This design comes from an exercise in tuning for small area on the open sky130 flow, not from production work.
Only simulation tests tie the RTL to the original design; equivalence was not proved.
Power figures rest on the tool's default switching activity, not on a simulated workload.

$ cat flow/design.v
module Decode_8b10b (
    input  [9:0] io_din,
    output       io_comma,
    output [7:0] io_dout,
    output       io_error);
  wire [5:0] d6 = io_din[9:4];
  wire [3:0] d4 = io_din[3:0];
  wire k = (d6 == 6'b001111) | (d6 == 6'b110000);
  assign io_comma = k;
  wire e5 = (~d6[2] & ~d6[3] & ~d6[4] & ~d6[5]) | (~d6[0] & ~d6[1] & ~d6[2] & ~d6[3] & ~d6[4]) | (~d6[0] & ~d6[1] & ~d6[3] & ~d6[4] & ~d6[5]) | (~d6[0] & ~d6[1] & ~d6[2] & ~d6[4] & ~d6[5]) | (d6[0] & d6[1] & d6[2] & d6[3] & d6[4]) | (d6[0] & d6[1] & d6[2] & d6[3] & d6[5]) | (~d6[0] & ~d6[1] & ~d6[2] & ~d6[3] & ~d6[5]) | (d6[0] & d6[1] & d6[2] & d6[4] & d6[5]) | (d6[0] & d6[1] & d6[3] & d6[4] & d6[5]) | (d6[2] & d6[3] & d6[4] & d6[5]);
  wire e3 = (~d4[0] & ~d4[1] & ~d4[2] & ~d4[3]) | (~d4[1] & ~d4[2] & ~d4[3] & k) | (d4[1] & d4[2] & d4[3] & k) | (d4[0] & d4[1] & d4[2] & d4[3]);
  assign io_error = e5 | e3;
  assign io_dout[0] = d6[2] ^ ((d6[0] & ~d6[1] & ~d6[3] & d6[4]) | (~d6[0] & d6[1] & d6[2] & ~d6[5]) | (~d6[0] & ~d6[1] & ~d6[3] & ~d6[4]) | (~d6[0] & ~d6[2] & d6[5]) | (d6[0] & ~d6[1] & d6[3] & ~d6[4]) | (d6[0] & d6[1] & ~d6[4] & d6[5]) | (~d6[0] & d6[2] & d6[3] & ~d6[5]));
  assign io_dout[1] = d6[5] ^ ~((~d6[0] & ~d6[4] & ~d6[5]) | (~d6[1] & ~d6[2] & ~d6[3]) | (~d6[0] & ~d6[1] & ~d6[2]) | (d6[0] & d6[1] & d6[3]) | (d6[0] & d6[2] & d6[3]) | (~d6[0] & d6[4] & d6[5]));
  assign io_dout[2] = d6[5] ^ ~((~d6[1] & ~d6[2] & ~d6[4]) | (d6[0] & ~d6[1] & d6[2] & d6[4]) | (~d6[0] & d6[1] & ~d6[3] & ~d6[5]) | (~d6[0] & ~d6[1] & ~d6[2]) | (d6[1] & d6[3] & d6[5]) | (~d6[0] & ~d6[1] & d6[3] & ~d6[4]) | (d6[0] & d6[1] & ~d6[2] & d6[4] & ~d6[5]));
  assign io_dout[3] = d6[4] ^ ((d6[0] & ~d6[1] & ~d6[3] & d6[5]) | (~d6[0] & d6[1] & d6[2] & ~d6[4]) | (d6[0] & d6[1] & d6[3] & d6[5]) | (~d6[0] & ~d6[2] & d6[4]) | (d6[0] & ~d6[1] & d6[3] & ~d6[5]) | (~d6[0] & ~d6[1] & d6[3] & ~d6[4]) | (d6[1] & ~d6[2] & d6[4] & ~d6[5]));
  assign io_dout[4] = d6[1] ^ ~((d6[0] & d6[2] & d6[3]) | (d6[1] & d6[2] & d6[3]) | (d6[0] & d6[1] & ~d6[2]) | (d6[0] & ~d6[1] & d6[2] & d6[4]) | (d6[0] & ~d6[1] & d6[2] & d6[5]) | (d6[3] & d6[4]) | (~d6[0] & d6[1] & d6[2] & d6[5]) | (d6[3] & d6[5]) | (d6[4] & d6[5]) | (~d6[0] & d6[1] & d6[2] & d6[4]));
  assign io_dout[5] = ((~d4[1] & ~d4[2]) | (~d4[0] & d4[3]) | (d4[0] & d4[1] & ~d4[3]));
  assign io_dout[6] = ((d4[0] & ~d4[3]) | (d4[1] & d4[2]) | (~d4[0] & ~d4[1] & d4[3]));
  assign io_dout[7] = d4[2] ^ ((~d4[1] & ~d4[3]) | (~d4[0] & ~d4[2]) | (~d4[0] & ~d4[1]));
endmodule
module CDR_10b_8b #(
    parameter int Ki =     2,
    parameter int Kp =   500,
    parameter int K0 = 335544
)(
    input  logic       clk,
    input  logic       reset,
    input  logic       serial_i,
    output logic       word_tick_o,
    output logic [7:0] data_o,
    output logic       comma_o,
    output logic       error_o
);
    logic [1:0] data_sync;
    always_ff @(posedge clk)
        data_sync <= {data_sync[0], serial_i};
    logic [23:13] phase_hi;
    logic [12:1]  phase_lo;
    logic         phase_c;
    logic bit_clk_d, ff1, ff2, ff3, ff4;
    wire bit_clk = phase_hi[23] ^ (phase_c & (&phase_hi[22:13]));
    wire rise    = bit_clk & ~bit_clk_d;
    wire fall    = ~bit_clk & bit_clk_d;
    wire late    = ff2 ^ ff4;
    wire early   = ff1 ^ ff4;
    always_ff @(posedge clk) begin
        if (reset) begin
            bit_clk_d <= 1'b0;
            ff1 <= 1'b0; ff2 <= 1'b0; ff3 <= 1'b0; ff4 <= 1'b0;
        end else begin
            bit_clk_d <= bit_clk;
            if (rise) begin
                ff1 <= data_sync[1];
                ff2 <= ff1;
                ff4 <= ff3;
            end
            if (fall)
                ff3 <= data_sync[1];
        end
    end
    logic [23:1] freq;
    wire s_e  = early;
    wire s_l  = ~early & late;
    wire early_nx = rise ? (data_sync[1] ^ ff3) : early;
    wire late_nx  = rise ? (ff1 ^ ff3) : late;
    wire n_e  = early_nx;
    wire n_l  = ~early_nx & late_nx;
    localparam logic [23:1] KIH = 23'd1;      
    localparam logic [23:1] KPH = 23'd250;    
    localparam logic [23:1] F0  = 23'd167772;  
    logic [23:1] delta;
    always_comb begin
        case ({s_e, s_l, n_e, n_l})
            4'b0001: delta = KPH;                         
            4'b0010: delta = 23'd0 - KPH;                 
            4'b0101: delta = KIH;                         
            4'b0100: delta = KIH - KPH;                   
            4'b0110: delta = KIH - KPH - KPH;             
            4'b1010: delta = 23'd0 - KIH;                 
            4'b1000: delta = KPH - KIH;                   
            4'b1001: delta = KPH + KPH - KIH;             
            default: delta = 23'd0;
        endcase
    end
    function automatic logic [12:0] radd12(input logic [11:0] a, input logic [11:0] b);
        logic c;
        c = 1'b0;
        for (int i = 0; i < 12; i++) begin
            radd12[i] = a[i] ^ b[i] ^ c;
            c = (a[i] & b[i]) | (c & (a[i] ^ b[i]));
        end
        radd12[12] = c;
    endfunction
    function automatic logic [10:0] radd10(input logic [9:0] a, input logic [9:0] b);
        logic c;
        c = 1'b0;
        for (int i = 0; i < 10; i++) begin
            radd10[i] = a[i] ^ b[i] ^ c;
            c = (a[i] & b[i]) | (c & (a[i] ^ b[i]));
        end
        radd10[10] = c;
    endfunction
    function automatic logic [10:0] radd11(input logic [10:0] a, input logic [10:0] b, input logic ci);
        logic c;
        c = ci;
        for (int i = 0; i < 11; i++) begin
            radd11[i] = a[i] ^ b[i] ^ c;
            c = (a[i] & b[i]) | (c & (a[i] ^ b[i]));
        end
    endfunction
    logic       fcarry;
    logic [9:0] flo_nx;
    assign {fcarry, flo_nx} = radd10(freq[10:1], delta[10:1]);
    always_ff @(posedge clk) begin
        if (reset) begin
            phase_hi <= '0;
            phase_lo <= '0;
            phase_c  <= 1'b0;
            freq     <= F0;
        end else begin
            {phase_c, phase_lo} <= radd12(phase_lo, freq[12:1]);
            phase_hi <= radd11(phase_hi, freq[23:13], phase_c);
            freq[10:1]  <= flo_nx;
            freq[23:11] <= freq[23:11] + {13{delta[23]}} + {12'd0, fcarry};
        end
    end
    logic tick_d, bit_d;
    always_ff @(posedge clk) begin
        tick_d <= rise;
        bit_d  <= ff2;
    end
    logic [9:0] shift_reg, result;
    logic [3:0] bit_cnt;
    always_ff @(posedge clk) begin
        if (reset) begin
            shift_reg <= '0;
            result    <= '0;
            bit_cnt   <= '0;
        end else if (tick_d) begin
            if ((bit_cnt == 4'd9) | (shift_reg == 10'h0f9) | (shift_reg == 10'h306)) begin
                bit_cnt <= '0;
                result  <= shift_reg;
            end else begin
                bit_cnt <= bit_cnt + 1'b1;
            end
            shift_reg <= {bit_d, shift_reg[9:1]};
        end
    end
    logic wt_d;
    always_ff @(posedge clk)
        wt_d <= (bit_cnt == 4'd0);
    assign word_tick_o = (bit_cnt == 4'd0) & ~wt_d;
    Decode_8b10b decoder (
        .io_din  (result),
        .io_comma(comma_o),
        .io_dout (data_o),
        .io_error(error_o)
    );
endmodule
module FrameReceiver #(
    parameter int board = 2
)(
    input  logic         clk,
    input  logic         reset,
    input  logic         word_tick_i,
    input  logic         comma_i,
    input  logic [7:0]   data_i,
    input  logic         error_i,
    output logic         frame_tick_o,    
    output logic         tick_d_o,        
    output logic         is_id_o,         
    output logic         is_cfg_o,        
    output logic         status_o,        
    output logic [103:0] data_o,          
    output logic         error_o          
);
    wire input_valid = ~comma_i & ~error_i;
    localparam logic [2:0] S_CLEAR = 3'd0, S_WAIT = 3'd1, S_VALID = 3'd2,
                           S_ACCEPT = 3'd3, S_TICK = 3'd4, S_COMMA1 = 3'd5,
                           S_COMMA = 3'd6;
    logic [2:0]  state;
    logic [4:0]  byte_cnt;
    logic [15:0] crc;
    wire clr_frame = (state == S_CLEAR) & ~input_valid;
    wire wr_frame  = ((state == S_CLEAR) | (state == S_WAIT)) & input_valid & word_tick_i;
    function automatic logic [15:0] crc_step(input logic [15:0] c, input logic [7:0] d);
        logic [15:0] r;
        r = c;
        for (int k = 7; k >= 0; k--)
            r = {r[14:0], 1'b0} ^ ((r[15] ^ d[k]) ? 16'h8005 : 16'h0000);
        crc_step = r;
    endfunction
    always_ff @(posedge clk) begin
        if (clr_frame)
            byte_cnt <= '0;
        else if (wr_frame)
            byte_cnt <= byte_cnt + 1'b1;
    end
    wire [7:0] wr_byte = reset ? 8'd0 : data_i;
    always_ff @(posedge clk) begin
        if (reset)
            status_o <= 1'b0;
        else if (wr_frame) begin
            case (byte_cnt)
                5'd0: begin
                    is_id_o  <= (data_i == 8'h01);
                    is_cfg_o <= (data_i == 8'h02);
                end
                5'd1: is_cfg_o <= is_cfg_o & (data_i == 8'(board));
                5'd2: is_cfg_o <= is_cfg_o & (data_i == 8'd1);
                5'd3: status_o <= data_i[0];
                default: ;
            endcase
        end
    end
    always_ff @(posedge clk) begin
        for (int k = 4; k <= 16; k++)
            if (reset | (wr_frame & (byte_cnt == 5'(k))))
                data_o[135 - 8*k -: 8] <= wr_byte;
    end
    always_ff @(posedge clk) begin
        if (clr_frame)           
            crc <= '0;
        else if (wr_frame)
            crc <= crc_step(crc, data_i);
    end
    wire crc_ok = (crc == 16'd0);
    always_ff @(posedge clk) begin
        if (reset)
            state <= S_CLEAR;
        else case (state)
            S_CLEAR:  if (input_valid) state <= S_WAIT;
            S_WAIT:   if (byte_cnt >= 5'd19) state <= S_VALID;
            S_VALID:  state <= crc_ok ? S_ACCEPT : S_CLEAR;
            S_ACCEPT: state <= S_TICK;
            S_TICK:   state <= S_COMMA1;
            S_COMMA1, S_COMMA: state <= input_valid ? S_COMMA : S_CLEAR;
            default:  state <= S_CLEAR;
        endcase
    end
    assign frame_tick_o = (state == S_TICK);
    assign tick_d_o     = (state == S_COMMA1);
    assign error_o      = (state == S_VALID) & ~crc_ok;
endmodule
module LongDivision (
    input  logic        clk,
    input  logic        rst,
    input  logic        start,
    input  logic [63:0] id,
    input  logic [7:0]  divider,
    output logic [7:0]  rem_o
);
    logic       busy, fin, all_ones;
    logic [5:0] idx;                 
    logic [8:0] acc;
    logic [8:0] acc_sub;
    logic       acc_ge;
    always_comb begin
        logic c;
        c = 1'b1;
        for (int i = 0; i < 9; i++) begin
            logic b;
            b = (i < 8) ? ~divider[i] : 1'b1;
            acc_sub[i] = acc[i] ^ b ^ c;
            c = (acc[i] & b) | (c & (acc[i] ^ b));
        end
        acc_ge = c;
    end
    wire  [7:0] acc_red = acc_ge ? acc_sub[7:0] : acc[7:0];
    wire        id_bit  = id[idx];
    always_ff @(posedge clk) begin
        if (rst) begin
            busy <= 1'b0;
            fin  <= 1'b0;
        end else begin
            fin <= 1'b0;
            if (start) begin
                idx      <= 6'd62;
                busy     <= (divider != 8'd0);
                acc      <= {8'd0, id[63]};
                all_ones <= id[63];
            end else if (busy) begin
                idx <= idx - 1'b1;
                if (idx == 6'd63) begin
                    busy <= 1'b0;
                    fin  <= 1'b1;
                    acc  <= {1'b0, acc_red};
                end else begin
                    acc      <= {acc_red, id_bit};
                    all_ones <= all_ones & id_bit;
                end
            end
        end
    end
    wire [7:0] rem_inc = acc[7:0] + 8'd1;
    always_ff @(posedge clk) begin
        if (rst)
            rem_o <= 8'd0;
        else if (fin)
            rem_o <= (all_ones | (rem_inc == divider)) ? 8'd0 : rem_inc;
    end
endmodule
module Delay #(
    parameter int W = 32
)(
    input  logic         clk_i,
    input  logic         reset_i,
    input  logic         strobe_i,
    output logic         strobe_o,
    input  logic [W-1:0] delay
);
    logic         busy;
    logic [W-1:0] cnt;
    always_ff @(posedge clk_i) begin
        if (reset_i)
            busy <= 1'b0;
        else if (!busy)
            busy <= strobe_i;
        else if (!(cnt < delay))
            busy <= 1'b0;
        if (busy & (cnt < delay))
            cnt <= cnt + 1'b1;
        else
            cnt <= '0;
    end
    assign strobe_o = (cnt == delay);
endmodule
module Trigger (
    input  logic         clk,
    input  logic         reset,
    input  logic         frame_tick_i,
    input  logic         tick_d_i,
    input  logic         is_id_i,
    input  logic         is_cfg_i,
    input  logic         status_i,
    input  logic [103:0] data_i,
    input  logic [63:0]  id_i,           
    output logic         pulse_o
);
    logic        status0;
    logic [31:0] dly, len;
    logic [7:0]  divider, modulus;
    always_ff @(posedge clk) begin
        if (reset | (frame_tick_i & is_cfg_i)) begin
            status0 <= status_i;
            dly     <= data_i[103:72];
            len     <= data_i[71:40];
            divider <= data_i[39:32];
            modulus <= data_i[31:24];
        end
    end
    logic [7:0] rem;
    LongDivision division (
        .clk(clk), .rst(reset), .start(tick_d_i & is_id_i),
        .id(id_i), .divider(divider), .rem_o(rem));
    wire trigger = frame_tick_i & is_id_i & (rem == modulus) & status0;
    logic after_delay1, after_delay2, after_length1, after_length2;
    Delay #(.W(32)) delay_gen_1 (
        .clk_i(clk), .reset_i(reset), .strobe_i(trigger),
        .strobe_o(after_delay1), .delay((dly >> 1) + 32'(dly[0])));
    Delay #(.W(31)) delay_gen_2 (
        .clk_i(clk), .reset_i(reset), .strobe_i(after_delay1),
        .strobe_o(after_delay2), .delay(dly[31:1]));
    Delay #(.W(32)) length_gen_1 (
        .clk_i(clk), .reset_i(reset), .strobe_i(after_delay2),
        .strobe_o(after_length1), .delay((len >> 1) + 32'(len[0])));
    Delay #(.W(31)) length_gen_2 (
        .clk_i(clk), .reset_i(reset), .strobe_i(after_length1),
        .strobe_o(after_length2), .delay(len[31:1]));
    always_ff @(posedge clk) begin
        if (reset)
            pulse_o <= 1'b0;
        else if (after_length2)
            pulse_o <= 1'b0;
        else if (after_delay2)
            pulse_o <= 1'b1;
    end
endmodule
typedef struct packed
{
    logic [  7:0] payload_type;
    logic [127:0] data;
} payload_t;
typedef struct packed
{
    logic unsigned [63:0] pulse_id;
    logic          [63:0] empty;
} pulse_id_t;
typedef struct packed
{
    logic           [ 7:0] board;
    logic           [ 7:0] channel;
    logic           [ 7:0] status;
	 logic unsigned [31:0] delay;
     logic unsigned [31:0] length;
	 logic unsigned [ 7:0] divider;
	 logic unsigned [ 7:0] modulus;
	 logic          [23:0] empty;
} delay_data_t;
typedef struct packed
{
    payload_t    payload;
    logic [15:0] crc;
} frame_t;
module EmbeddedReceiver #(
        parameter int   board   = 2,
        parameter int Ki =     2,
        parameter int Kp =   500,
        parameter int K0 = 335544
    )(
        input  logic        clk_i,
        input  logic        reset_i,
        input  logic        data_i,
        output logic        error_o,
        output logic        trigger_o,
        output logic [63:0] pulse_id_o
    );
    logic         word_tick, comma, error_8b10b;
    logic [7:0]   data_decoded;
    CDR_10b_8b #(.Ki(Ki), .Kp(Kp), .K0(K0)) cdr_10b_8b (
        .clk(clk_i), .reset(reset_i), .serial_i(data_i),
        .word_tick_o(word_tick), .data_o(data_decoded),
        .comma_o(comma), .error_o(error_8b10b));
    logic         frame_tick, tick_d, is_id, is_cfg, status, error_crc;
    logic [103:0] frame_data;
    FrameReceiver #(.board(board)) frame_receiver (
        .clk(clk_i), .reset(reset_i),
        .word_tick_i(word_tick), .comma_i(comma), .data_i(data_decoded),
        .error_i(error_8b10b),
        .frame_tick_o(frame_tick), .tick_d_o(tick_d), .is_id_o(is_id),
        .is_cfg_o(is_cfg), .status_o(status), .data_o(frame_data),
        .error_o(error_crc));
    always_ff @(posedge clk_i) begin
        if (reset_i | (frame_tick & is_id))
            pulse_id_o <= frame_data[63:0];
    end
    Trigger trigger_1 (
        .clk(clk_i), .reset(reset_i),
        .frame_tick_i(frame_tick), .tick_d_i(tick_d), .is_id_i(is_id),
        .is_cfg_i(is_cfg), .status_i(status), .data_i(frame_data),
        .id_i(pulse_id_o), .pulse_o(trigger_o));
    assign error_o = error_8b10b | error_crc;
endmodule
$ cat flow/standard.sh
#!/bin/bash
# synth_recipe.tcl (not shown) runs the flow's synth.tcl, then flattens the netlist and writes it again
# the make line also repeats each setting of config.mk as NAME=value (left out here)
make -C /OpenROAD-flow-scripts/flow DESIGN_CONFIG=/design/flow/config.mk WORK_HOME=/design/flow/orfs CLKGATE_MAP_FILE= SYNTH_SCRIPT=/design/flow/synth_recipe.tcl "${@:-finish}"
$ cat flow/constraint.sdc
create_clock -name core_clock -period 8.0 [get_ports {clk_i}]
set_input_delay 1.6000 -clock core_clock [delete_from_list [all_inputs] [get_ports {clk_i}]]
set_output_delay 1.6000 -clock core_clock [all_outputs]
set_load 0.01 [all_outputs]
$ cat flow/config.mk
export PLATFORM = sky130hd
export DESIGN_NAME = EmbeddedReceiver
export DESIGN_NICKNAME = EmbeddedReceiver
export VERILOG_FILES = /design/flow/design.v
export SDC_FILE = /design/flow/constraint.sdc
export NUM_CORES = 4
export LEC_CHECK = 0
export CAP_MARGIN = 0
export CORE_MARGIN = 2
export CORE_UTILIZATION = 75
export PLACE_DENSITY = 0.85
export SLEW_MARGIN = 0
$ cat flow/flow/abc_map.script
strash
dch
amap
topo
stime -c
$ cat flow/flow/run.sh
#!/bin/bash
set -euo pipefail
rm -rf scripts_own
cp -r "$FLOW_HOME/scripts" scripts_own
cp flow/abc_map.script scripts_own/abc_speed.script
export BUFFER_PORTS_ARGS="-buffer_cell sky130_fd_sc_hd__buf_1"
export CTS_ARGS="-sink_clustering_enable -repair_clock_nets -dont_use_dummy_load -sink_clustering_size 30 -sink_clustering_max_diameter 100 -buf_list sky130_fd_sc_hd__clkbuf_16"
bash standard.sh SCRIPTS_DIR="$PWD/scripts_own" finish > standard.log 2>&1
==> impl_results.md, run 1 <==
* Placed cell count at 2,831
* DIE WIDTH at 183 µm
* Kind of critical path: register to register
* Starting Density at 0.762
* Actual slew at the worst max-slew pin at 1.21 ns
* Logic gate share of total power at 0.171
* 1st-iter DRT viols at 1,800
* Max Cap Violations at 0
* Ports at 69
* Leading registers by flop count: frame_receiver.data_o: 104 flops, pulse_id_o: 64 flops
* WP data arrival at 7.97 ns
* GR Layer Usage met2 at 0.552
* Worst Skew at 0.0604 ns
* Max reg flops at 104
* Layout area overhead at 6.38%
* Port Buffer Count at 68
* CP dominant cell by count: nor2_1
* Worst-path maximum fanout at 7
* Synth cell types at 53
* Mapped Area at 24,100 µm²
* Switching share of power at 0.269
* P_sw at 1.40 mW
* Nets at 2,658
* Reg with most FFs: frame_receiver.data_o
* Top post-synthesis cells by area: edfxtp_1 33%, dfxtp_1 21%, ha_1 8.3%, nor2_1 5.0%, clkinv_1 4.7%
* Worst-Skew Late Latency at 0.57 ns
* Worst setup SP type: register
* FF-to-FF setup slack at 0.42 ns
* CTS tree: yes
* Sequential power share at 0.593
* CTS Buf Count at 21
* Total GRT Usage at 0.320
* Clock tree buffer depth at 3
* Worst vdd ir at 0.255 mV
* Top-area cell type share of the netlist area at 0.333
* CP max-delay cell: fa_1
* Largest net degree at the start of global routing at 84
* Synth Register Bits at 514
* # rows at 65
* Sequential area share after synthesis at 0.539
* Fin. Hold Viols at 0
* Max transition margin at 0.186
* Net Count, Synth at around 2.6k
* Outcome: finished clean
* CTS sink cnt at 514
* Final Util at 0.811
* Synth warn at 7
* Die Area at 33,500 µm²
* Layout cells sized above 1 at 0.0277
* Part of the power in the clock network at 0.236
* Synth async-reset ratio at 0
* Post-DP HPWL at 38,700 µm
* Avg Cell Area, Syn at 10.2 µm²
* Worst path required time at 8.39 ns
* Vias per std cell at 6.42
* GRT busiest layer: met2
* Pint at ~3.8 mW
* HP Class: register to register
* Lkg Pwr at 8.82 nW
* Antenna cells at 0
* CP endpoint kind: register
* Post-Synthesis Cells at ~2.4k
* Pwr dens at 204 nW/µm²
* Number of synthesized flops with an enable pin at 267
* # setup viols final at 0
* Yosys top cell by area: edfxtp_1
* Die Y at 183 µm
* Clock transition at path regs at 0.11 ns
* Per-cell routed wire length at 18.7 µm
* Routed Antenna Nets at 0
* Vias in the first global route at 17.6k
* Final non-filler cell total at 2,857
* Fmax at around 0.13 GHz
* Setup_tns at 0 ns
* Drt pass-1 iters at 6
* DRC viols at 0
* Fin crit period at between 7 and 8 ns
* Core area at between 30,000 and 40,000 µm²
* Via count at between 15k and 20k
* Met1 Use GR at 0.431
* Synth Flop Type: edfxtp_1
* RePlAce Congestion at 0.899
* Initial antenna violation count at 0
* Max Slew Vio Count at 0
* WL final at approximately 53,000 µm
* M3 GR Usage at 0.0324
* Clock root buffer: clkbuf_16
* Hold WS at about 0.35 ns
* Slowest cell delay on critical path at a little over 0.4 ns
* Global-route wire length before repair at around 86,000 µm
* Remaining global-route overflow at 0
* H-tree levels at 1
* Total power at 5.22 mW
* Crit share post-route at 0.947
==> cell families after synthesis <==
logic type	synth area share
xor+xnor	0.00255
fa+ha+maj	0.115
simple gates	0.150
buf+inv	0.0467
flops	0.539
compound gates	0.146
==> power by group through the flow <==
stage | Combinational, mW | Sequential, mW | Clock, mW
6_report | 0.892 | 3.10 | 1.23
5_1_grt | 1.04 | 3.12 | 1.31
4_1_cts | 0.871 | 3.09 | 1.24
3_5_place_dp | 0.855 | 3.15 | 0
3_3_place_gp | 0.798 | 3.14 | 0
2_1_floorplan | 0.638 | 3.13 | 0
==> metal layers <==
metal,routed length (µm),share of wire
met1,22200,0.41
met2,26200,0.49
met3,3540,0.066
met4,1580,0.029
met5,0,0
==> metrics by stage <==
stage | setup slack [ns] | cell area [µm²]
floorplan | 0.190 | 24100
global placement | 0.712 | 24900
CTS | 0.313 | 25500
detailed placement | 0.373 | 24900
global route | -0.0625 | 25600
finish | 0.421 | 25600
==> final cells by class <==
class	count	area [µm²]
inverters	299	1130
clock buffers	21	526
well taps	402	503
fillers	1867	5970
flip-flops and latches	514	13000
repair buffers	83	389
multi-input cells	1537	10100
repair inverters	1	7.51
==> repair_timing <==
action | CTS | global route
resized for setup | 0 | 26
endpoints found under the setup margin | 0 | 61
setup buffers | 0 | 4
hold buffers | 0 | 0
==> layout by cell type (no fill, tap or decap), types with 8 or more instances in the layout <==
cell	instances
nor2_1	314
clkinv_1	297
edfxtp_1	267
dfxtp_1	241
nand2_1	164
ha_1	159
a21oi_1	141
nor3_1	98
a211oi_1	86
o21ai_0	77
buf_1	67
o22ai_1	63
nand3_1	53
a22oi_1	42
nand4_1	39
fa_1	37
nor2b_1	29
a221oi_1	22
nor4_1	22
clkbuf_16	21
and3_1	18
a31oi_1	14
o221ai_1	12
o221a_1	12
buf_4	12
a311oi_1	11
or4_1	9
or3_1	9
a2111oi_0	8
or2_0	8
==> cells in the mapped netlist (42+ instances only) <==
cell type / number
o22ai_1: 64
dfxtp_1: 247
ha_1: 159
nor3_1: 102
a211oi_1: 86
a22oi_1: 42
nand2_1: 165
nor2_1: 321
edfxtp_1: 267
nand3_1: 53
clkinv_1: 299
o21ai_0: 80
a21oi_1: 141
==> path summary, 6_finish.rpt <==
kind,to,startpoint,cells past startpoint
worst max-delay path,cdr_10b_8b.freq[23],cdr_10b_8b.phase_hi[17],41
worst min-delay path,cdr_10b_8b.data_sync[1],cdr_10b_8b.data_sync[0],0
worst max register to register,cdr_10b_8b.freq[23],cdr_10b_8b.phase_hi[17],41
worst min register to register,cdr_10b_8b.data_sync[1],cdr_10b_8b.data_sync[0],0
==> critical path: cells and delay by family, from the launching register on <==
family,cells,cell delay [ns]
XOR/XNOR,1,0.12
buffers and inverters,2,0.21
AND/OR/NAND/NOR,20,2.22
adder cells (fa/ha/maj),11,3.68
flip-flops,1,0.36
AO/OA/AOI/OAI,7,0.85
==> run 2, diff against run 1 <==
==> flow/flow/abc_map.script (replaced) <==
strash
&get -n
&deepsyn -T 60
&put
dch
amap
topo
stime -c
--- a/flow/config.mk
+++ b/flow/config.mk
@@ -9,4 +9,4 @@
 export CORE_MARGIN = 2
-export CORE_UTILIZATION = 75
-export PLACE_DENSITY = 0.85
+export CORE_UTILIZATION = 60
+export PLACE_DENSITY = 0.7
 export SLEW_MARGIN = 0
==> run 2 against run 1 <==
Non-clock buffer count grew 5. Register-to-register slack gained 0.13 ns. Total power shrank 3.6%. Largest power group unchanged. Sequential cell count is the same. Setup slack gained 0.13 ns. Clock-buffer cell count is the same.
==> impl_results.md, run 2 <==
* Placed cell areas at 24,900 µm²
* Synth Register Bits at 514
* Outcome: finished clean
* Hold worst-path end: cdr_10b_8b.data_sync[1]
* Yosys top cell by area: edfxtp_1
* Sequential power share at 0.609
* Fmax at 0.134 GHz
* Top-area cell type share of the netlist area at 0.338
* CTS Buf Count at 21
* Worst vdd ir at 0.208 mV
* Vias per std cell at 5.87
* Hold wc startpoint: cdr_10b_8b.data_sync[0]
* Top post-synthesis cells by count: 334 x nor2_1, 333 x clkinv_1, 267 x edfxtp_1
* CTS sink cnt at 514
* Critical R2R Capture: cdr_10b_8b.freq[23]
* Switching share of power at 0.260
* Via count at 17.4k
* Most numerous cell in the Yosys netlist: nor2_1
* Worst-path maximum fanout at 6
* Actual slew at the worst max-slew pin at 1.20 ns
* Sequential area share after synthesis at 0.546
* Worst path required time at about 8.5 ns
* Commonest non-fill, non-tap cell in the layout: clkinv_1
* R2R Path Start: cdr_10b_8b.phase_hi[17]
* WP data arrival at 7.95 ns
* Top post-synthesis cells by area: edfxtp_1 34%, dfxtp_1 21%, ha_1 8.4%, nor2_1 5.3%, clkinv_1 5.3%
* Hold-critical path depth at 0
* FF/Latch Area at 13,000 µm²
* Post-DP HPWL at 40,800 µm
* Worst setup SP type: register
* Number of synthesized flops with an enable pin at 267
* Commonest non-fill, non-tap cells in the layout: 329 x clkinv_1, 328 x nor2_1, 267 x edfxtp_1, 247 x dfxtp_1, 181 x nand2_1
* Filler cells at 3,016
* R2r worst-path depth at 37
* Hold WS at between 0.3 and 0.4 ns
* Largest net degree at the start of global routing at 82
* Mapped Area at 23,800 µm²
* Synth Flop Type: edfxtp_1
* Core area at 38,800 µm²
* Clock root buffer: clkbuf_16
* Final non-filler cell total at 2,962
* Multi-input gate area at 9880 µm²
* H-tree levels at 1
* Total power at 5.03 mW
* CTS tree: yes
* Pint at 3.72 mW
* Leading registers by flop count: frame_receiver.data_o: 104 flops, pulse_id_o: 64 flops
* Kind of critical path: register to register
* FF-to-FF setup slack at 0.55 ns
* Antenna cells at 0
* Drt pass-1 iters at 7
* Reg with most FFs: frame_receiver.data_o
* Fin crit period at roughly 7.4 ns
* Starting Density at 0.612
* Global-route wire length before repair at approximately 87,000 µm
* Worst Skew at 0.0575 ns
* 1st-iter DRT viols at ~1.4k
* Clock transition at path regs at 0.11 ns
* Worst-Skew Late Latency at slightly below 0.6 ns
* Max Cap Violations at 0
* Fin. Hold Viols at 0
* Placed cell count at between 2k and 3k
* Lkg Pwr at approximately 8.7 nW
* Post-Synthesis Cells at 2,335
* Synth async-reset ratio at 0
* P_sw at 1.31 mW
* Post-CTS Hold Buffers at 0
* Die Y at 203 µm
* Routed Antenna Nets at 0
* Part of the power in the clock network at 0.247
* Nets at 2,647
* Max transition margin at 0.189
* Postcts setup bufs at 0
* Crit share post-route at 0.931
* DRC viols at 0
* Max Slew Vio Count at 0
* CP max-delay cell: fa_1
* Die Area at 41,200 µm²
* CP endpoint kind: register
* Final instance area at 25,700 µm²
* Setup_tns at 0 ns
* Total GRT Usage at 0.267
* Layout cells sized above 1 at 0.0446
* # rows at 72
* Net Count, Synth at 2,536
* Avg Cell Area, Syn at 10.2 µm²
* Logic gate share of total power at 0.144
* Slowest cell delay on critical path at 0.44 ns
* Synth cell types at 52
* Ports at between 60 and 70
* Per-cell routed wire length at 18.4 µm
* # setup viols final at 0
* Layout area overhead at 8.08%
* WL final at 54,600 µm
* DIE WIDTH at 203 µm
* Synth warn at 7
* Max reg flops at 104
* Pwr dens at about 200 nW/µm²
* Port Buffer Count at 68
* RePlAce Congestion at approximately 0.87
* Remaining global-route overflow at 0
* Vias in the first global route at about 17k
* HP Class: register to register
* Initial antenna violation count at 0
* Clock tree buffer depth at 3
* CP dominant cell by count: fa_1
-- run 2: worst max-delay path, delay by kind of cell, from the launching register on --
family                     cells  cell delay [ns]
adders and majority gates     11             3.79
and+or+nand+nor               16             1.84
AOI/OAI and AO/OA              8             1.19
buffers and inverters          2             0.19
DFF                            1             0.38
-- run 2: timing repair --
item | CTS | global route
endpoints found under the setup margin | 53 | 73
gates resized for setup | 6 | 59
pin swaps | 0 | 5
-- run 2: cells by family (layout without fill, tap and decap cells) --
family / Yosys count / in the layout / synth area share
flops: 514 / 514 / 0.546
simple gates: 776 / 776 / 0.145
compound gates: 513 / 513 / 0.140
fa+ha+maj: 198 / 198 / 0.117
buf+inv: 333 / 442 / 0.0526
xor+xnor: 1 / 1 / 0.000369
-- run 2: stage by stage --
stage | setup WS (ns) | utilization
6_report | 0.555 | 0.661
3_3_place_gp | 0.227 | 0.640
3_5_place_dp | -0.151 | 0.640
5_1_grt | -0.0816 | 0.661
2_1_floorplan | 0.484 | -
4_1_cts | 0.0249 | 0.655
-- run 2: worst max path at each step --
stage,depth (start not counted),end,start
finish,37,cdr_10b_8b.freq[23],cdr_10b_8b.phase_hi[17]
global route,38,trigger_1.length_gen_1.cnt[17],trigger_1.len[5]
CTS,44,trigger_1.length_gen_1.cnt[9],trigger_1.len[1]
detailed placement,44,trigger_1.length_gen_1.cnt[9],trigger_1.len[1]
global placement,44,trigger_1.length_gen_1.cnt[31],trigger_1.len[1]
floorplan,41,trigger_1.delay_gen_1.cnt[30],trigger_1.dly[1]
-- run 2: routing by layer --
layer  global-route usage  routed length (µm)  vias to the layer above
li1                     -                   -                     8596
met1                0.391               25300                     8286
met2                0.430               24900                      453
met3               0.0361                3530                       62
met4               0.0511                 901                        0
met5                    0                   0                        -
-- run 2: power by group through the flow --
stage          Clock, mW  Combinational, mW  Sequential, mW
2_1_floorplan          0              0.507            3.09
3_3_place_gp           0              0.662            3.11
3_5_place_dp           0              0.711            3.12
4_1_cts             1.27              0.723            3.06
5_1_grt             1.36              0.849            3.09
6_report            1.24              0.723            3.06
-- run 2: cell type report --
cell class              instances  share of cell area
clock buffers                  21              0.0205
flip-flops and latches        514               0.505
multi-input cells            1488               0.385
well taps                     518              0.0252
repair buffers                 88              0.0160
inverters                     333              0.0487
==> run 3, diff against run 2 <==
==> flow/flow/abc_map.script (replaced) <==
strash
ifraig
dc2
dch -f
amap -m
topo
stime -c
==> run 3 against run 2 <==
Cell area is 0.43% higher. Synthesized area is 1.3% higher. Largest cell class unchanged. Critical path depth is 4 higher.
==> impl_results.md, run 3 <==
* Commonest non-fill, non-tap cells in the layout: 325 x clkinv_1, 314 x nor2_1, 267 x edfxtp_1, 243 x dfxtp_1, 170 x nand2_1
* RePlAce Congestion at between 0.8 and 0.9
* Actual slew at the worst max-slew pin at 1.16 ns
* 1st-iter DRT viols at roughly 1.8k
* Leading registers by flop count: frame_receiver.data_o: 104 flops, pulse_id_o: 64 flops
* Synth async-reset ratio at 0
* Post-Synthesis Cells at between 2k and 2.5k
* Largest net degree at the start of global routing at ~80
* Max transition margin at 0.226
* Pwr dens at 196 nW/µm²
* Fraction of the mapped netlist area in adder cells at 0.115
* Yosys top cell by area: edfxtp_1
* CTS Buf Count at 21
* Post-CTS Hold Buffers at 0
* Mapped Area at roughly 24,000 µm²
* Hold-critical path depth at 0
* CP max-delay cell: fa_1
* Slowest cell delay on critical path at 0.41 ns
* CTS tree: yes
* Worst vdd ir at 0.185 mV
* Top post-synthesis cells by count: 327 x clkinv_1, 323 x nor2_1, 267 x edfxtp_1
* Synth Area in XOR/XNOR at 0
* Max reg flops at about 100
* Top post-synthesis cells by area: edfxtp_1 33%, dfxtp_1 21%, ha_1 8.3%, clkinv_1 5.1%, nor2_1 5.0%
* Vias per std cell at 5.91
* Critical R2R Capture: cdr_10b_8b.freq[23]
* WL final at ~54,000 µm
* Via count at 17.8k
* Avg Cell Area, Syn at 10.1 µm²
* DIE WIDTH at 204 µm
* Starting Density at 0.607
* Multiplexer share of the synthesized area at 0
* Drt pass-1 iters at 5
* Vias in the first global route at 17.0k
* Top-area cell type share of the netlist area at 0.333
* Net Count, Synth at 2,575
* Slack of the critical path at 0.589 ns
* Kind of critical path: register to register
* FF-to-FF setup slack at roughly 0.59 ns
* Global-route wire length before repair at between 80,000 and 90,000 µm
* Synth Area in Simple Gates at 0.149
* Clock transition at path regs at 0.11 ns
* Die Y at ~200 µm
* CP dominant cell by count: nor2_1
* Commonest non-fill, non-tap cell in the layout: clkinv_1
* Routed Antenna Nets at 0
* Total GRT Usage at 0.263
* Number of synthesized flops with an enable pin at 267
* Port Buffer Count at 68
* Filler cells at 3,217
* Layout area overhead at 7.14%
* Clock tree buffer depth at 3
* Lkg Pwr at 8.69 nW
* Sequential area share after synthesis at 0.539
* Crit share post-route at 0.926
* Synth Register Bits at 514
* Worst path required time at 8.45 ns
* Worst slack, placed at 0.0921 ns
* Die Area at 41,700 µm²
* Worst-Skew Late Latency at approximately 0.58 ns
* Post-DP HPWL at 39,300 µm
* Nets at 2,682
* Clock root buffer: clkbuf_16
* Hold wc startpoint: cdr_10b_8b.data_sync[0]
* Worst Skew at 0.0545 ns
* # setup viols final at 0
* R2R Path Start: cdr_10b_8b.phase_hi[22]
* Most numerous cell in the Yosys netlist: clkinv_1
* Per-cell routed wire length at 17.8 µm
* DRC viols at 0
* Worst setup SP type: register
* Outcome: finished clean
* HP Class: register to register
* Synth cell types at 48
* # rows at 73
* Main combinational cell family by area after synthesis: simple AND/OR/NAND/NOR gates
* Core area at 39,600 µm²
* Layout cells sized above 1 at 0.0319
* Synth Flop Type: edfxtp_1
* R2r worst-path depth at 41
* Final instance area at roughly 26,000 µm²
* Final non-filler cell total at 3,004
* Reg with most FFs: frame_receiver.data_o
* Synth Area in Compound Gates at 0.146
* Fin crit period at between 7 and 8 ns
* H-tree levels at 1
* Placed cell areas at 25,100 µm²
* Remaining global-route overflow at 0
* Ports at 69
* Fin. Hold Viols at 0
* CP endpoint kind: register
* Max Cap Violations at 0
* Fmax at 0.135 GHz
* Antenna cells at 0
* Synth warn at 7
* Placed cell count at 2,979
* CTS sink cnt at 514
* WP data arrival at 7.86 ns
* Initial antenna violation count at 1
* Worst-path maximum fanout at 6
* Hold worst-path end: cdr_10b_8b.data_sync[1]
* Max Slew Vio Count at 0
## run 3: cell count changes in the layout (fill, tap and decap cells not counted), moves of 21 or more
| cell | change |
|---|---|
| a21oi_1 | +49 |
| a221oi_1 | +26 |
| a22oi_1 | +21 |
| nand3_1 | +37 |
| nor3_1 | +44 |
| nor3_2 | -29 |
| o22ai_1 | -54 |
## run 3: worst max path at each step
stage / startpoint / to / slack, ns / cells past startpoint
after floorplan: trigger_1.len[1] / trigger_1.length_gen_1.busy / 0.19 / 40
after global placement: cdr_10b_8b.phase_hi[20] / cdr_10b_8b.freq[23] / 0.35 / 40
after detailed placement: cdr_10b_8b.phase_hi[19] / cdr_10b_8b.freq[23] / 0.09 / 40
after CTS: cdr_10b_8b.phase_hi[19] / cdr_10b_8b.freq[23] / 0.04 / 40
after global routing: trigger_1.len[1] / trigger_1.length_gen_1.busy / -0.02 / 40
final: cdr_10b_8b.phase_hi[22] / cdr_10b_8b.freq[23] / 0.59 / 41
## run 3: critical path: cells and delay by family, from the launching register on
family	cells	cell delay [ns]
flops	1	0.37
buf+inv	4	0.37
simple gates	16	1.71
compound gates	10	1.19
fa+ha+maj	11	3.61
## run 3: per-layer routing
layer	GRT usage	wire length (µm)	vias to the layer above
met5	0	12	-
met1	0.371	24500	8424
li1	-	-	8811
met4	0.0650	1360	2
met2	0.433	24800	441
met3	0.0340	2870	79
## run 3: through the flow
stage / TNS, ns / total power, mW / hold WS, ns / utilization
floorplan: 0 / 3.65 / 0.310 / -
CTS: 0 / 5.09 / 0.366 / 0.647
global route: -0.0247 / 5.35 / 0.376 / 0.650
finish: 0 / 5.06 / 0.367 / 0.650
detailed placement: 0 / 3.87 / 0.347 / 0.634
global placement: 0 / 3.82 / 0.354 / 0.634
## run 3: cell families (layout without fill, tap and decap cells)
kind of cell | after synthesis | in the layout
fa+ha+maj | 198 | 198
buf+inv | 327 | 432
compound gates | 539 | 539
flops | 514 | 514
simple gates | 796 | 796
## run 3: where the power goes
| group | internal (mW) | leakage (nW) | switching (mW) |
|---|---|---|---|
| Combinational | 0.312 | 3.79 | 0.414 |
| Sequential | 2.96 | 4.65 | 0.139 |
| Clock | 0.475 | 0.259 | 0.758 |
## run 3: layout make-up
| cell class | count | area [µm²] | area share |
|---|---|---|---|
| sequential | 514 | 13000 | 0.503 |
| inverter | 327 | 1230 | 0.0476 |
| tap | 525 | 657 | 0.0255 |
| multi-input combinational | 1533 | 10000 | 0.389 |
| clock buffer | 21 | 526 | 0.0204 |
| timing repair buffer | 84 | 388 | 0.0150 |
## run 3: repair_timing
action,4_1_cts,5_1_grt
gates resized for setup,0,33
buffers inserted,0,4
setup endpoints to repair,0,72
==> run 4, diff against run 3 <==
==> flow/flow/abc_map.script (replaced) <==
strash
dc2
dc2
dch -f
amap
topo
stime -c
==> run 4 against run 3 <==
Still clean on timing, DRC and antenna. Utilization grew 0.78 points. Clock skew down 0.028 ns. Maximum frequency down 1.7%. Hold slack worse by 0.025 ns. Combinational power rose by 2%. First-iteration DRC count fell by 35%.
==> impl_results.md, run 4 <==
* RePlAce Congestion at 0.899
* Max Slew Vio Count at 0
* Part of the power in the clock network at 0.242
* Synth Area in Compound Gates at 0.144
* FF/Latch Area at 13,000 µm²
* Global-route wire length before repair at 85,800 µm
* Via count at between 15k and 20k
* Pwr dens at 195 nW/µm²
* Crit share post-route at 0.942
* WP data arrival at 7.95 ns
* Synth Area in Simple Gates at 0.150
* Lkg Pwr at 8.97 nW
* Die Area at ~41,000 µm²
* Routed Antenna Nets at 0
* Synth Area in XOR/XNOR at 0.000732
* Synth async-reset ratio at 0
* Largest net degree at the start of global routing at 69
* Synth Flop Type: edfxtp_1
* Die Y at 204 µm
* Starting Density at 0.605
* # setup viols final at 0
* Layout area overhead at 8.79%
* Synth warn at 7
* Slack of the critical path at ~0.46 ns
* Yosys top cell by area: edfxtp_1
* Kind of critical path: register to register
* Worst-Skew Late Latency at 0.56 ns
* Clock tree buffer depth at 3
* Commonest non-fill, non-tap cells in the layout: 336 x nor2_1, 302 x clkinv_1, 267 x edfxtp_1, 242 x dfxtp_1, 162 x nand2_1
* Top post-synthesis cells by area: edfxtp_1 34%, dfxtp_1 21%, ha_1 8.3%, nor2_1 5.4%, clkinv_1 4.8%
* Commonest non-fill, non-tap cell in the layout: nor2_1
* DRC viols at 0
* Post-CTS Hold Buffers at 0
* Multiplexer share of the synthesized area at 0
* Placed cell count at 2,980
* Worst Skew at 0.0265 ns
* H-tree levels at 1
* Main combinational cell family by area after synthesis: simple AND/OR/NAND/NOR gates
* Synth cell types at 49
* P_sw at between 1 and 1.5 mW
* Reg with most FFs: frame_receiver.data_o
* Fraction of the mapped netlist area in adder cells at 0.116
* CP max-delay cell: fa_1
* Avg Cell Area, Syn at 10.2 µm²
* CTS sink cnt at 514
* Placed cell areas at 25,100 µm²
* Fmax at ~0.13 GHz
* Filler cells at approximately 3.2k
* Worst setup SP type: register
* Sequential area share after synthesis at 0.542
* Port Buffer Count at 68
* 1st-iter DRT viols at 1,143
* Synth Register Bits at about 500
* Antenna cells at 0
* Per-cell routed wire length at 17.8 µm
* Vias in the first global route at about 17k
* Initial antenna violation count at 0
* Worst slack, placed at -0.495 ns
* Mapped Area at 23,900 µm²
* CTS Buf Count at 21
* Actual slew at the worst max-slew pin at 1.14 ns
* Ports at 69
* Total GRT Usage at 0.260
* Pint at 3.76 mW
* Leading registers by flop count: frame_receiver.data_o: 104 flops, pulse_id_o: 64 flops
* Remaining global-route overflow at 0
* Max transition margin at 0.233
* CP endpoint kind: register
* Logic gate share of total power at 0.145
* Top post-synthesis cells by count: 344 x nor2_1, 307 x clkinv_1, 267 x edfxtp_1
* Top-area cell type share of the netlist area at 0.335
* Worst vdd ir at 0.212 mV
* DIE WIDTH at about 200 µm
* Layout cells sized above 1 at 0.0536
* Sequential power share at 0.612
* Worst-path maximum fanout at 5
* Clock root buffer: clkbuf_16
* WL final at 53,600 µm
* # rows at 73
* Fin. Hold Viols at 0
* Multi-input gate area at 10,200 µm²
* Switching share of power at 0.260
* Nets at 2,683
* Worst path required time at 8.41 ns
* Max reg flops at 104
* HP Class: register to register
* Drt pass-1 iters at 5
* Max Cap Violations at 0
* Core area at between 30,000 and 40,000 µm²
* Slowest cell delay on critical path at 0.40 ns
* Most numerous cell in the Yosys netlist: nor2_1
* CTS tree: yes
* Final instance area at around 26,000 µm²
* Number of synthesized flops with an enable pin at 267
* Clock transition at path regs at approximately 0.11 ns
* Vias per std cell at 5.86
* Post-DP HPWL at 39,400 µm
* Outcome: finished clean
* Fin crit period at 7.54 ns
* Net Count, Synth at approximately 2.6k
* Post-Synthesis Cells at 2,355
* Final non-filler cell total at around 3k
## run 4: final timing paths
path                                               from                       to  slack, ns  cells past startpoint
worst max-delay path            cdr_10b_8b.phase_hi[17]      cdr_10b_8b.freq[23]       0.46                     39
worst min-delay path            cdr_10b_8b.data_sync[0]  cdr_10b_8b.data_sync[1]       0.34                      0
worst max register to register  cdr_10b_8b.phase_hi[17]      cdr_10b_8b.freq[23]       0.46                     39
worst min register to register  cdr_10b_8b.data_sync[0]  cdr_10b_8b.data_sync[1]       0.34                      0
## run 4: routing by layer
| layer | GRT usage | up-vias | wire (µm) |
|---|---|---|---|
| li1 | - | 8760 | - |
| met1 | 0.347 | 8371 | 23500 |
| met2 | 0.448 | 402 | 25700 |
| met3 | 0.0355 | 75 | 3170 |
| met4 | 0.0660 | 0 | 1280 |
| met5 | 0 | - | 0 |
## run 4: area by class of cell
cell class                      count  area share
Tap cell                          525      0.0252
Clock buffer                       21      0.0202
Sequential cell                   514       0.498
Timing Repair Buffer              104      0.0207
Inverter                          307      0.0444
Multi-Input combinational cell   1534       0.391
## run 4: what timing repair did
action,CTS,global route
setup buffers,0,4
pin swaps,0,13
gates resized for setup,14,62
setup endpoints to repair,40,72
endpoints found under the hold margin,0,0
## run 4: critical path: cells and delay by family, from the launching register on
family | cells | cell delay [ns]
AND/OR/NAND/NOR | 17 | 1.95
AO/OA/AOI/OAI | 9 | 1.33
adder cells (fa/ha/maj) | 11 | 3.64
buffers and inverters | 2 | 0.14
flip-flops | 1 | 0.36
## run 4: per-stage QoR
step                utilization  TNS (ns)  hold slack, ns  total power, mW
detailed placement        0.636    -10.96           0.315             3.88
finish                    0.658         0           0.342             5.08
global placement          0.636    -0.555           0.320             3.83
floorplan                     -         0           0.310             3.66
global route              0.658     -5.31           0.353             5.36
CTS                       0.651         0           0.348             5.10
## run 4: power groups by stage
stage | clock [mW] | sequential, mW | combinational [mW]
CTS | 1.26 | 3.11 | 0.727
global placement | 0 | 3.16 | 0.673
global route | 1.35 | 3.14 | 0.875
finish | 1.23 | 3.11 | 0.739
floorplan | 0 | 3.14 | 0.521
detailed placement | 0 | 3.17 | 0.715
## run 4: logic make-up after synthesis
group                    Yosys count
XOR/XNOR                           2
AO/OA/AOI/OAI                    534
AND/OR/NAND/NOR                  800
flip-flops                       514
buffers and inverters            307
adder cells (fa/ha/maj)          198
==> run 5, diff against run 4 <==
==> flow/flow/abc_map.script (replaced) <==
strash
dch
amap
topo
stime -c
==> run 5 against run 4 <==
Total power up 1.8%. Critical path depth up 2. Combinational power up 15%. Critical endpoint unchanged. Sequential cell count unchanged. Setup slack better by 0.064 ns.
==> impl_results.md, run 5 <==
* Placed cell areas at 25,100 µm²
* Lkg Pwr at 8.80 nW
* Vias per std cell at 5.87
* Initial antenna violation count at 0
* Top-area cell type share of the netlist area at 0.333
* Port Buffer Count at between 60 and 70
* Pint at around 3.8 mW
* Clock transition at path regs at 0.11 ns
* CP dominant cell by count: nor2_1
* Worst Skew at 0.0455 ns
* Antenna cells at 0
* Drt pass-1 iters at 5
* Final instance area at 25,600 µm²
* Buffer and inverter count on the worst path at 2
* Crit share post-route at 0.934
* Ports at 69
* Setup crit start: cdr_10b_8b.phase_hi[16]
* Part of the power in the clock network at 0.238
* Logic gate share of total power at 0.164
* Worst setup SP type: register
* Remaining global-route overflow at 0
* Worst-path maximum fanout at 7
* Max Slew Vio Count at 0
* RSZ-0062 raised after global routing: yes
* Number of synthesized flops with an enable pin at 267
* Worst vdd ir at 0.199 mV
* Starting Density at 0.607
* 1st-iter DRT viols at approximately 1.4k
* Synth warn at 7
* Top post-synthesis cells by count: 321 x nor2_1, 299 x clkinv_1, 267 x edfxtp_1
* Total GRT Usage at 0.251
* Pwr dens at slightly above 200 nW/µm²
* CP top delay family: adder cells
* Kind of critical path: register to register
* Via count at around 17k
* RePlAce Congestion at 0.925
* Reg with most FFs: frame_receiver.data_o
* Die Area at 41,700 µm²
* Die Y at a little over 200 µm
* Post-DP HPWL at approximately 38,000 µm
* Synth cell types at 53
* Clock root buffer: clkbuf_16
* Worst path required time at 8.43 ns
* WL final at ~52,000 µm
* P_sw at between 1 and 1.5 mW
* Global-route wire length before repair at 83,900 µm
* # setup viols final at 0
* Total power at 5.17 mW
* Slowest cell delay on critical path at around 0.41 ns
* H-tree levels at 1
* Post-CTS Hold Buffers at 0
* Post-Synthesis Cells at 2,350
* Max transition margin at 0.236
* Avg Cell Area, Syn at about 10 µm²
* Largest net degree at the start of global routing at slightly below 70
* Layout area overhead at 6.56%
* Clock tree buffer depth at 3
* Core area at 39,600 µm²
* CP endpoint kind: register
* Max Cap Violations at 0
* # rows at 73
* Actual slew at the worst max-slew pin at 1.14 ns
* Commonest non-fill, non-tap cell in the layout: nor2_1
* Switching share of power at 0.267
* R2R Path Start: cdr_10b_8b.phase_hi[16]
* Yosys top cell by area: edfxtp_1
* WP data arrival at 7.91 ns
* Sequential power share at 0.597
* Net Count, Synth at 2,551
* Outcome: finished clean
* CP max-delay cell: fa_1
* HP Class: register to register
* Max reg flops at roughly 100
* Leading registers by flop count: frame_receiver.data_o: 104 flops, pulse_id_o: 64 flops
* Setup_tns at 0 ns
* Synth Flop Type: edfxtp_1
* Commonest non-fill, non-tap cells in the layout: 317 x nor2_1, 297 x clkinv_1, 267 x edfxtp_1, 247 x dfxtp_1, 164 x nand2_1
* Nets at 2,654
* Mapped Area at about 24,000 µm²
* Sequential area share after synthesis at 0.539
* Routed Antenna Nets at 0
* Fin. Hold Viols at 0
* CTS Buf Count at 21
* Per-cell routed wire length at roughly 17 µm
* Vias in the first global route at between 15k and 20k
* CTS sink cnt at between 500 and 600
* Most numerous cell in the Yosys netlist: nor2_1
* DRC viols at 0
* Fin crit period at 7.48 ns
* Hold wc startpoint: cdr_10b_8b.data_sync[0]
* Top post-synthesis cells by area: edfxtp_1 33%, dfxtp_1 21%, ha_1 8.3%, nor2_1 5.0%, clkinv_1 4.7%
* Worst-Skew Late Latency at slightly below 0.6 ns
* DIE WIDTH at 204 µm
* CTS tree: yes
* Synth Register Bits at ~500
* Synth async-reset ratio at 0
* Fmax at 0.134 GHz
* Layout cells sized above 1 at 0.0192
==> run 5: changes by cell type in the layout (fill, tap and decap cells not counted), moves of 7 or more <==
cell	before	now
buf_4	35	12
a31oi_1	5	14
a221oi_1	13	22
nor2_1	336	317
o22ai_1	83	63
o32ai_1	11	4
and3_1	28	18
nor3_1	58	100
nand4_1	20	39
nor3_2	39	2
a22oi_1	12	42
o21ai_0	90	77
o21a_1	30	5
==> run 5: cell type report <==
cell class	instances	area, µm²
fill	3213	14000
sequential	514	13000
multi-input combinational	1537	10000
inverter	299	1130
tap	525	657
clock buffer	21	526
timing repair buffer	80	347
==> run 5: metal layers <==
layer	share of wire	GRT usage
met5	0	0
met4	0.026	0.0660
met3	0.050	0.0293
met2	0.47	0.414
met1	0.46	0.355
==> run 5: repair_timing <==
action | CTS | global route
gates resized for setup | 0 | 6
endpoints found under the setup margin | 0 | 64
setup buffers | 0 | 0
==> run 5: cell families (layout without fill, tap and decap cells) <==
logic type | after synthesis | in the layout | share of synthesized area
xor gates and xnor gates | 7 | 7 | 0.00255
and+or+nand+nor | 797 | 797 | 0.150
adders and majority gates | 198 | 198 | 0.115
DFF | 514 | 514 | 0.539
AOI/OAI and AO/OA | 535 | 535 | 0.146
buffers and inverters | 299 | 400 | 0.0467
==> run 5: power by group through the flow <==
stage	combinational, mW	clock [mW]	sequential, mW
final	0.849	1.23	3.09
after global routing	0.998	1.35	3.12
after CTS	0.863	1.27	3.09
after detailed placement	0.852	0	3.15
after global placement	0.810	0	3.14
after floorplan	0.638	0	3.13
==> run 5: worst reg2reg max path: cells and delay by family, from the launching register on <==
family / cells / cell delay [ns]
compound gates: 7 / 0.84
xor+xnor: 1 / 0.11
fa+ha+maj: 11 / 3.68
buf+inv: 2 / 0.23
flops: 1 / 0.38
simple gates: 20 / 2.10
==> run 5: per-stage QoR <==
step | instances | hold WS, ns | utilization | setup WS (ns)
floorplan | 2350 | 0.310 | - | 0.190
global placement | 2955 | 0.356 | 0.633 | 0.692
detailed placement | 2955 | 0.366 | 0.633 | 0.418
CTS | 2976 | 0.382 | 0.646 | 0.391
global route | 2976 | 0.380 | 0.647 | -0.116
finish | 2976 | 0.372 | 0.647 | 0.525
==> run 5: final timing paths <==
| kind | end | slack (ns) | cells past startpoint |
|---|---|---|---|
| min | cdr_10b_8b.data_sync[1] | 0.37 | 0 |
| min reg2reg | cdr_10b_8b.data_sync[1] | 0.37 | 0 |
| max reg2reg | cdr_10b_8b.freq[23] | 0.52 | 41 |
| max | cdr_10b_8b.freq[23] | 0.52 | 41 |
==> run 6, diff against run 5 <==
--- a/flow/config.mk
+++ b/flow/config.mk
@@ -10,2 +10,3 @@
 export CORE_UTILIZATION = 60
+export GPL_TIMING_DRIVEN = 0
 export PLACE_DENSITY = 0.7
==> run 6 against run 5 <==
Still clean on timing, DRC and antenna. Via count grew 0.46%. Utilization rose by 0.70 points. Routed wire length decreased by 1.6%. Critical path type unchanged. Largest cell class unchanged. Largest power group unchanged.
==> impl_results.md, run 6 <==
* Buffer and inverter count on the worst path at 2
* Placed cell count at 2,950
* Port Buffer Count at 68
* Final Util at 0.654
* Max reg flops at about 100
* Initial antenna violation count at 0
* Die Area at 41,700 µm²
* Worst path required time at 8.42 ns
* Mapped Area at 24,100 µm²
* Pwr dens at 201 nW/µm²
* Leading registers by flop count: frame_receiver.data_o: 104 flops, pulse_id_o: 64 flops
* HP Class: register to register
* Most numerous cell in the Yosys netlist: nor2_1
* Routed Antenna Nets at 0
* Synth Flop Type: edfxtp_1
* Slack of the critical path at 0.574 ns
* Hold-critical path depth at 0
* Commonest non-fill, non-tap cells in the layout: 312 x nor2_1, 296 x clkinv_1, 267 x edfxtp_1, 236 x dfxtp_1, 164 x nand2_1
* Ports at 69
* Hold WS at around 0.36 ns
* Max Cap Violations at 0
* CTS Buf Count at 21
* Post-DP HPWL at 37,200 µm
* Total GRT Usage at 0.243
* RePlAce Congestion at 0.918
* CP endpoint kind: register
* DIE WIDTH at a little over 200 µm
* Hold worst-path end: cdr_10b_8b.data_sync[1]
* CP dominant cell by count: nor2_1
* Synth async-reset ratio at 0
* FF-to-FF setup slack at 0.57 ns
* Final instance area at 25,900 µm²
* # rows at 73
* Top Layer Used: met4
* Synth Register Bits at 514
* Number of synthesized flops with an enable pin at roughly 270
* Avg Cell Area, Syn at 10.2 µm²
* Max transition margin at 0.0755
* Nets at 2,662
* R2R Path Start: cdr_10b_8b.phase_hi[16]
* CP top delay family: adder cells
* Stages on worst setup path at 41
* Final non-filler cell total at 2,984
* Worst vdd ir at 0.182 mV
* Clock tree buffer depth at 3
* Die Y at 204 µm
* Drt pass-1 iters at 5
* H-tree levels at 1
* Crit share post-route at 0.928
* Worst-Skew Late Latency at 0.57 ns
* Lkg Pwr at between 8 and 9 nW
* Hold wc startpoint: cdr_10b_8b.data_sync[0]
* Critical R2R Capture: cdr_10b_8b.freq[23]
* CTS tree: yes
* DRC viols at 0
* Total power at 5.21 mW
* Reg with most FFs: frame_receiver.data_o
* Vias per std cell at 5.89
* Post-Synthesis Cells at 2,350
* CTS sink cnt at 514
* Global-route wire length before repair at 81,500 µm
* Largest net degree at the start of global routing at 65
* Top post-synthesis cells by count: 321 x nor2_1, 299 x clkinv_1, 267 x edfxtp_1
* Max Slew Vio Count at 0
* Worst slack, placed at -0.324 ns
* Placed cell areas at 25,100 µm²
* Via count at 17.6k
* Layout area overhead at 7.72%
* Per-cell routed wire length at 17.1 µm
* Synth warn at 7
* Commonest non-fill, non-tap cell in the layout: nor2_1
* Worst setup SP type: register
* Synth cell types at 53
* CP max-delay cell: fa_1
* # setup viols final at 0
* Net Count, Synth at roughly 2.6k
* Metal-1 WL at 23,200 µm
* Sequential area share after synthesis at 0.539
* Core area at slightly below 40,000 µm²
* Slowest cell delay on critical path at 0.41 ns
* Top-area cell type share of the netlist area at 0.333
* Vias in the first global route at around 16k
* Worst Skew at 0.0443 ns
* 1st-iter DRT viols at 1,343
* Outcome: finished clean
* Filler cells at approximately 3.1k
* WP data arrival at 7.85 ns
* Fmax at 0.135 GHz
* Metal2 WL at 24,200 µm
* Actual slew at the worst max-slew pin at 1.38 ns
* Remaining global-route overflow at 0
* WL final at ~51,000 µm
* Setup_tns at 0 ns
* Antenna cells at 0
* Fin crit period at 7.43 ns
* Fin. Hold Viols at 0
* Post-CTS Hold Buffers at 0
* Kind of critical path: register to register
* Wire length on met3 at between 2000 and 3000 µm
* Starting Density at 0.607
* Worst-path maximum fanout at 6
* Setup crit start: cdr_10b_8b.phase_hi[16]
* Yosys top cell by area: edfxtp_1
* Top post-synthesis cells by area: edfxtp_1 33%, dfxtp_1 21%, ha_1 8.3%, nor2_1 5.0%, clkinv_1 4.7%
* Clock root buffer: clkbuf_16
* Layout cells sized above 1 at 0.0325
* Clock transition at path regs at 0.11 ns
* R2r worst-path depth at 41
## run 6: area by class of cell
type	count	area, µm²	share of cell area
clock buffer	21	526	0.0203
inverter	299	1130	0.0435
multi-input combinational	1537	10100	0.390
sequential	514	13000	0.501
tap	525	657	0.0254
timing repair buffer	87	512	0.0197
timing repair inverter	1	7.51	0.000290
## run 6: cells by family (layout without fill, tap and decap cells)
kind of cell    Yosys count  after routing  share of synthesized area
simple gates            797            797                      0.150
compound gates          535            535                      0.146
flops                   514            514                      0.539
buf+inv                 299            408                     0.0467
fa+ha+maj               198            198                      0.115
xor+xnor                  7              7                    0.00255
## run 6: how the worst max path moves through the flow
stage / endpoint
after floorplan: trigger_1.length_gen_1.busy
after global placement: trigger_1.len[4]
after detailed placement: cdr_10b_8b.freq[23]
after CTS: cdr_10b_8b.freq[23]
after global routing: cdr_10b_8b.freq[23]
final: cdr_10b_8b.freq[23]
## run 6: metal layers
metal / up-vias / GRT usage
li1: 8818 / -
met1: 8292 / 0.345
met2: 378 / 0.410
met3: 73 / 0.0238
met4: 0 / 0.0502
met5: - / 0
## run 6: timing repair
item | 4_1_cts | 5_1_grt
pin swaps | 0 | 9
cloned | 0 | 1
setup buffers | 0 | 12
setup endpoints to repair | 2 | 58
hold endpoints to repair | 0 | 0
gates resized for setup | 2 | 30
## run 6: worst register-to-register path, delay by kind of cell (launching register included)
family	cells	cell delay (ns)
fa+ha+maj	11	3.60
flops	1	0.36
buf+inv	2	0.18
xor+xnor	1	0.18
simple gates	20	2.11
compound gates	7	0.85
## run 6: power by group
part | total (mW) | leakage [nW] | switching [mW] | internal, mW
Combinational | 0.887 | 3.97 | 0.504 | 0.383
Clock | 1.23 | 0.259 | 0.756 | 0.475
Sequential | 3.09 | 4.66 | 0.132 | 2.96
==> run 7, diff against run 6 <==
==> flow/flow/run.sh (replaced) <==
#!/bin/bash
set -euo pipefail
rm -rf scripts_own
cp -r "$FLOW_HOME/scripts" scripts_own
cp flow/abc_map.script scripts_own/abc_speed.script
export BUFFER_PORTS_ARGS="-buffer_cell sky130_fd_sc_hd__buf_1"
export CTS_ARGS="-sink_clustering_enable -repair_clock_nets -dont_use_dummy_load -sink_clustering_size 35 -sink_clustering_max_diameter 80 -buf_list sky130_fd_sc_hd__clkbuf_16"
bash standard.sh SCRIPTS_DIR="$PWD/scripts_own" finish > standard.log 2>&1
--- a/flow/config.mk
+++ b/flow/config.mk
@@ -10,3 +10,2 @@
 export CORE_UTILIZATION = 60
-export GPL_TIMING_DRIVEN = 0
 export PLACE_DENSITY = 0.7
==> run 7 against run 6 <==
Highest routed layer unchanged. Cell count fell by 0.13%. Die area unchanged. Global-route usage up 0.73 points. Still clean.
==> impl_results.md, run 7 <==
* Metal2 WL at 24,000 µm
* Slowest cell delay on critical path at 0.41 ns
* Layout area overhead at 7.02%
* Die Y at roughly 200 µm
* Outcome: finished clean
* Mapped Area at approximately 24,000 µm²
* Pwr dens at 205 nW/µm²
* Commonest non-fill, non-tap cells in the layout: 317 x nor2_1, 297 x clkinv_1, 267 x edfxtp_1, 247 x dfxtp_1, 164 x nand2_1
* CP endpoint kind: register
* Worst vdd ir at around 0.22 mV
* Post-DP HPWL at 38,100 µm
* Max transition margin at 0.230
* Global-route wire length before repair at 83,700 µm
* CTS Buf Count at 25
* Worst setup SP type: register
* WP data arrival at 7.92 ns
* RePlAce Congestion at 0.925
* Drt pass-1 iters at 5
* Part of the power in the clock network at 0.253
* Initial antenna violation count at 0
* FF-to-FF setup slack at 0.52 ns
* Fin crit period at around 7.5 ns
* Setup crit start: cdr_10b_8b.phase_hi[16]
* Routed Antenna Nets at 0
* Wire length on met3 at 2860 µm
* # setup viols final at 0
* DRC viols at 0
* Worst path required time at 8.44 ns
* Ports at 69
* Reg with most FFs: frame_receiver.data_o
* Top post-synthesis cells by count: 321 x nor2_1, 299 x clkinv_1, 267 x edfxtp_1
* Top Layer Used: met4
* HP Class: register to register
* Per-cell routed wire length at 17.4 µm
* Switching share of power at 0.265
* P_sw at around 1.4 mW
* Final instance area at between 20,000 and 30,000 µm²
* Worst Skew at 0.0779 ns
* Synth Flop Type: edfxtp_1
* Max Cap Violations at 0
* CTS tree: yes
* Die Area at between 40,000 and 50,000 µm²
* Post-CTS Hold Buffers at 0
* Critical Path End: cdr_10b_8b.freq[23]
* Layout cells sized above 1 at 0.0212
* Hold-critical path depth at 0
* WL final at 51,900 µm
* R2R Path Start: cdr_10b_8b.phase_hi[16]
* Core area at 39,600 µm²
* Vias in the first global route at around 16k
* 1st-iter DRT viols at 1,277
* Post-Synthesis Cells at 2,350
* H-tree levels at 1
* Vias per std cell at 5.87
* Synth cell types at 53
* Sequential area share after synthesis at 0.539
* CTS sink cnt at 514
* Top-area cell type share of the netlist area at 0.333
* Crit share post-route at 0.935
* Commonest non-fill, non-tap cell in the layout: nor2_1
* Worst-Skew Late Latency at 0.60 ns
* CP max-delay cell: fa_1
* Clock transition at path regs at 0.09 ns
* Number of synthesized flops with an enable pin at 267
* Worst-path maximum fanout at 7
* Largest net degree at the start of global routing at 68
* Top post-synthesis cells by area: edfxtp_1 33%, dfxtp_1 21%, ha_1 8.3%, nor2_1 5.0%, clkinv_1 4.7%
* Starting Density at 0.607
* R2r worst-path depth at just over 40
* Pint at between 3 and 4 mW
* Clock root buffer: clkbuf_16
[run 7: cell counts after synthesis]
Identical to the previous run, type by type.
[run 7: final cells by class]
type                    count  area, µm²  area share
well taps                 525        657      0.0255
inverters                 299       1130      0.0437
flip-flops and latches    514      13000       0.504
repair buffers             80        350      0.0136
clock buffers              25        626      0.0243
multi-input cells        1537      10000       0.389
[run 7: repair_timing]
action,CTS,global route
gates resized for setup,0,8
endpoints found under the setup margin,0,65
buffers inserted,0,0
[run 7: how the worst min path moves through the flow]
stage,startpoint,endpoint,slack (ns)
2_1_floorplan,cdr_10b_8b.data_sync[0],cdr_10b_8b.data_sync[1],0.31
3_3_place_gp,cdr_10b_8b.data_sync[0],cdr_10b_8b.data_sync[1],0.36
3_5_place_dp,cdr_10b_8b.data_sync[0],cdr_10b_8b.data_sync[1],0.37
4_1_cts,cdr_10b_8b.data_sync[0],cdr_10b_8b.data_sync[1],0.38
5_1_grt,cdr_10b_8b.data_sync[0],cdr_10b_8b.data_sync[1],0.37
6_report,cdr_10b_8b.data_sync[0],cdr_10b_8b.data_sync[1],0.37
[run 7: layer usage]
layer	vias to the layer above	global-route usage
li1	8781	-
met1	8229	0.352
met2	401	0.413
met3	83	0.0297
met4	0	0.0712
met5	-	0
[run 7: worst max-delay path: cells and delay by family (launching register included)]
family                     cells  cell delay, ns
xor gates and xnor gates       1            0.11
and+or+nand+nor               20            2.11
DFF                            1            0.37
adders and majority gates     11            3.69
buffers and inverters          2            0.23
AOI/OAI and AO/OA              7            0.84
[run 7: stage by stage]
stage                     hold WS [ns]  total power, mW  setup WS [ns]  instances  setup TNS [ns]
after floorplan                  0.310             3.76          0.190       2350               0
after global placement           0.356             3.95          0.692       2955               0
after detailed placement         0.366             4.00          0.418       2955               0
after CTS                        0.377             5.32          0.396       2980               0
after global routing             0.373             5.57         -0.115       2980          -0.115
final                            0.372             5.28          0.518       2980               0
[run 7: power by group through the flow]
stage          Combinational [mW]  Sequential, mW  Clock, mW
2_1_floorplan               0.638            3.13          0
3_3_place_gp                0.810            3.14          0
3_5_place_dp                0.852            3.15          0
4_1_cts                     0.865            3.09       1.37
5_1_grt                      1.00            3.12       1.45
6_report                    0.851            3.09       1.34
[run 7: logic make-up after synthesis]
logic type / share of synthesized area
and+or+nand+nor: 0.150
AOI/OAI and AO/OA: 0.146
DFF: 0.539
buffers and inverters: 0.0467
adders and majority gates: 0.115
xor gates and xnor gates: 0.00255

what the ideal ports hide:
In the flow no input, the clock included, has a driving cell. The finished layouts below were timed again as built, in two steps. Step 1: set_driving_cell puts a clkbuf_16 on clk_i and a buf_2 on each other input, an assumption about the parent block. Step 2 also shifts input and output timing later by t, the mid clock arrival at the registers, as if the neighbouring blocks saw the same clock. Three values: ideal ports, drivers, drivers and shift; two values: the first two.
run | t, ns | setup WS [ns]
run 1 | 0.599 | 0.421 / 0.421 / 0.421
run 2 | 0.609 | 0.555 / 0.555 / 0.555
run 3 | 0.603 | 0.589 / 0.589 / 0.589
run 4 | 0.599 | 0.460 / 0.460 / 0.460
run 5 | 0.611 | 0.525 / 0.525 / 0.525
run 6 | 0.602 | 0.574 / 0.574 / 0.574
run 7 | 0.621 | 0.518 / 0.518 / 0.518
After both steps every run listed still meets setup and hold.
